What follows belongs to an exercise in optimizing a design on an open flow for small area, a short achievable clock period and few clock cycles per item; a production flow would make more cautious choices. The RTL was checked by simulation tests, not by an equivalence proof against the original design.

== v21 ==
## des
module des(ck,rst,keyin,k,datin,p,e,f,ev,rdy);
    input   ck, keyin, datin;
    input   f;
    input   [64:1]  p, k;
    output  [64:1]  e;
    input   rst;
    output  ev, rdy;
    assign rdy = 1'b1;
    wire [56:1] kp = {k[4],k[12],k[20],k[28],k[5],k[13],k[21],k[29],k[37],k[45],k[53],k[61],k[6],k[14],k[22],k[30],k[38],k[46],k[54],k[62],k[7],k[15],k[23],k[31],k[39],k[47],k[55],k[63],k[36],k[44],k[52],k[60],k[3],k[11],k[19],k[27],k[35],k[43],k[51],k[59],k[2],k[10],k[18],k[26],k[34],k[42],k[50],k[58],k[1],k[9],k[17],k[25],k[33],k[41],k[49],k[57]};
    reg [56:1] ne, nd;
    always @(posedge ck) begin
        if (keyin) begin
            ne <= ~(kp & {56{f}});
            nd <= ~(kp & {56{~f}});
        end
    end
    wire [48:1] ka1 = {ne[33], ne[30], ne[37], ne[51], ne[43], ne[47], ne[54], ne[35], ne[29], ne[40], ne[50], ne[45], ne[49], ne[34], ne[46], ne[52], ne[41], ne[31], ne[56], ne[48], ne[38], ne[32], ne[53], ne[42], ne[3], ne[14], ne[21], ne[28], ne[8], ne[17], ne[9], ne[27], ne[5], ne[13], ne[20], ne[24], ne[11], ne[22], ne[7], ne[16], ne[1], ne[4], ne[6], ne[2], ne[25], ne[12], ne[18], ne[15]};
  ...
Settings: LEC_CHECK=0, ABC_AREA=1, CAP_MARGIN=20, CORE_MARGIN=2, CORE_UTILIZATION=60, CTS_CLUSTER_DIAMETER=100, CTS_CLUSTER_SIZE=24, SLEW_MARGIN=20, SYNTH_HIERARCHICAL=1; clock period 60.0 ns.
standard.sh (not shown) runs the stock make flow with config.mk's settings and CLKGATE_MAP_FILE= SYNTH_SCRIPT=/design/flow/synth_recipe.tcl, a recipe that flattens the netlist after the stock synthesis.
==> flow/flow/run.sh <==
#!/bin/bash
# Own flow: the standard layout (standard.sh), with two changes:
#  - synthesis maps combinational logic for area with ABC "strash; dch; map -a"
#    (flow/abc_own.script) and skips half-adder extraction; registers come out of the
#    standard synthesis steps unchanged;
#  - extra ORFS make variables from flow/make_args.txt (one NAME=value per line), for
#    example the cell used to buffer the ports.
set -euo pipefail
W=$PWD
rm -rf "$W/scripts_own"
cp -r "$FLOW_HOME/scripts" "$W/scripts_own"
cp "$W/flow/abc_own.script" "$W/scripts_own/abc_area.script"
ARGS=()
if [[ -f "$W/flow/make_args.txt" ]]; then
  while IFS= read -r line; do
    [[ -z "$line" || "$line" == \#* ]] && continue
    ARGS+=("$line")
  done < "$W/flow/make_args.txt"
fi
bash standard.sh synth SCRIPTS_DIR="$W/scripts_own" ABC_AREA=1 ADDER_MAP_FILE= "${ARGS[@]}" > "$W/own_synth.log" 2>&1
bash standard.sh finish "${ARGS[@]}" > "$W/own_layout.log" 2>&1
==> flow/flow/abc_own.script <==
strash
dch
map -a
topo
==> flow/flow/make_args.txt <==
BUFFER_PORTS_ARGS=-buffer_cell sky130_fd_sc_hd__buf_2
SETUP_SLACK_MARGIN=47
SYNTH_ARGS=-noabc
v21: all stages complete, timing, DRC and antenna checks passed
Testbench counts of v21, summed over its fixed seeds: cycles 4,256, items 4,096.
Changes in v47 relative to v21:
Settings: CTS_CLUSTER_DIAMETER: 100 -> 120; CTS_CLUSTER_SIZE: 24 -> 32.
==> comparison <==
Summary of v47 over v21: portion of the clock cycle consumed by the worst path in the final layout roughly the same, global-route usage increased by 0.16 points relative to the old numbers, ratio of cells with drive above 1 in the final layout stayed essentially flat.
> inputs changed (v47 -> v48)
Settings: CTS_CLUSTER_DIAMETER now 100, was 120; CTS_CLUSTER_SIZE now 24, was 32.
==> flow/flow/make_args.txt <==
BUFFER_PORTS_ARGS=-buffer_cell sky130_fd_sc_hd__buf_2
SETUP_SLACK_MARGIN=48
SYNTH_ARGS=-noabc
v48 completed every stage of the flow, and the final layout passed the timing, DRC and antenna checks. First-pass iteration count of the detailed router came out higher on v48 than on v47. v48: flip-flop and latch share of the layout cell area 0.90 points below v47. The count of clock-buffer cells in the layout in v47 is 0.905 times that in v48. [compare] base=v47 new=v48: cell area reported after detailed placement +570 µm², arrival time at the worst endpoint ~0 delta, setup slack -7.8 ps.
### v48 -> v36
Settings: CORE_UTILIZATION changed from 60 to 65.
==> flow/flow/make_args.txt <==
BUFFER_PORTS_ARGS=-buffer_cell sky130_fd_sc_hd__buf_2
SETUP_SLACK_MARGIN=47
SYNTH_ARGS=-noabc
Results
- Summary: with v48 as the reference, tap cell instance count in v36 moved down by a few percent.
- v48 → v36: maximum achievable frequency stayed essentially flat, final critical-path required period rose by 14 ps, routed wire length fell by about 7%.

========
des, a different RTL version from the one above (not shown whole).
For scale: about 12000 cells after synthesis, ~440 flip-flops, ~200 I/O pins, about 0.067 mm² of cells after synthesis.
export LEC_CHECK = 0
export ABC_AREA = 1
export CAP_MARGIN = 20
export CORE_MARGIN = 2
export CORE_UTILIZATION = 60
export SLEW_MARGIN = 20
export SYNTH_HIERARCHICAL = 1
create_clock -name core_clock -period 60.0 [get_ports {ck}]
==> flow/flow/make_args.txt <==
BUFFER_PORTS_ARGS=-buffer_cell sky130_fd_sc_hd__buf_2
SETUP_SLACK_MARGIN=47
Scripts as last shown in full above: flow/flow/run.sh, flow/flow/abc_own.script
Testbench counts at the start, summed over its fixed seeds: cycles 4,256, items 4,096.
==> next run, changes <==
==> flow/flow/run.sh (replaced) <==
#!/bin/bash
# Own flow: the standard layout, with synthesis mapping combinational logic for area
# (ABC "strash; dch; map -a") and without half-adder extraction. Registers come out of the
# standard synthesis steps unchanged.
set -euo pipefail
W=$PWD
rm -rf "$W/scripts_own"
cp -r "$FLOW_HOME/scripts" "$W/scripts_own"
cp "$W/flow/abc_own.script" "$W/scripts_own/abc_area.script"
bash standard.sh synth SCRIPTS_DIR="$W/scripts_own" ABC_AREA=1 ADDER_MAP_FILE= > "$W/own_synth.log" 2>&1
bash standard.sh > "$W/own_layout.log" 2>&1
Settings changed: CORE_UTILIZATION 60 to 40.
removed: flow/flow/make_args.txt
Result:
- via count fell by 4.2%
- cell count rose by 5.6%
- cell area rose by 2.6%
- die area rose by 49%
- area after synthesis does not change
- synthesized cell count is unchanged
- setup slack gets worse by 0.47 ns
- wire length rose by 9.2%
==> next run, changes <==
==> flow/flow/run.sh (replaced) <==
#!/bin/bash
# Own flow: the standard layout (standard.sh), with two changes:
#  - synthesis maps combinational logic for area with ABC "strash; dch; map -a"
#    (flow/abc_own.script) and skips half-adder extraction; registers come out of the
#    standard synthesis steps unchanged;
#  - extra ORFS make variables from flow/make_args.txt (one NAME=value per line), for
#    example the cell used to buffer the ports.
set -euo pipefail
W=$PWD
rm -rf "$W/scripts_own"
cp -r "$FLOW_HOME/scripts" "$W/scripts_own"
cp "$W/flow/abc_own.script" "$W/scripts_own/abc_area.script"
ARGS=()
if [[ -f "$W/flow/make_args.txt" ]]; then
  while IFS= read -r line; do
    [[ -z "$line" || "$line" == \#* ]] && continue
    ARGS+=("$line")
  done < "$W/flow/make_args.txt"
fi
bash standard.sh synth SCRIPTS_DIR="$W/scripts_own" ABC_AREA=1 ADDER_MAP_FILE= "${ARGS[@]}" > "$W/own_synth.log" 2>&1
bash standard.sh finish "${ARGS[@]}" > "$W/own_layout.log" 2>&1
==> flow/flow/make_args.txt (new file) <==
BUFFER_PORTS_ARGS=-buffer_cell sky130_fd_sc_hd__buf_2
Settings changed: CORE_UTILIZATION 40 to 60.
After rerunning: Hold slack gets better by 0.0063 ns. Cell count shrinks by 5.3%. Clock-buffer cell count went down by 9. Worst setup slack is better by 0.40 ns. Clock skew drops by 0.038 ns. Area after synthesis does not change.
==> next run, changes <==
Settings changed: CTS_CLUSTER_DIAMETER from default to 100, CTS_CLUSTER_SIZE from default to 24.
Result:
- synthesized cell count does not change
- non-clock buffer count is unchanged
- final area came out lower by 0.50%
- worst hold slack stays flat
- wire length hardly moves

## port drivers added, routing unchanged
Ports are ideal in the flow. The routed layouts listed here were re-timed in OpenROAD.
Step 1 sets driving cells, clkbuf_16 on the clock port and buf_2 on the other inputs (assumed; they add their load-dependent delay and slew).
Step 2 moves the port delays by t, midway between the first and last clock arrival at a register: inputs arrive t later, outputs are due t later. That takes back most of the time a late clock gives input paths.
Three values: no drivers, after step 1, after step 2; two values: the first two.
run	t (ns)	setup slack, ns	hold slack, ns
v21	0.773	46.851 / 46.766 / 46.476	0.406 / 0.406 / 0.406
v47	0.766	46.849 / 46.767 / 46.347	0.408 / 0.408 / 0.408
v48	0.764	46.841 / 46.760 / 46.918	0.417 / 0.417 / 0.417
v36	0.768	46.827 / 46.746 / 46.396	0.407 / 0.407 / 0.407
the first run of note 2	0.808	46.819 / 46.734 / 46.365	0.407 / 0.407 / 0.407
the second run of note 2	0.855	46.346 / 46.259 / 46.104	0.394 / 0.394 / 0.394
the third run of note 2	0.807	46.742 / 46.658 / 46.130	0.400 / 0.400 / 0.400
the fourth run of note 2	0.781	46.661 / 46.661 / 46.186	0.399 / 0.399 / 0.399
After both steps every run listed still meets setup and hold. For the third run of note 2, which loses most, drivers alone change the setup slack by -0.084 ns; drivers and shift together by -0.612 ns.
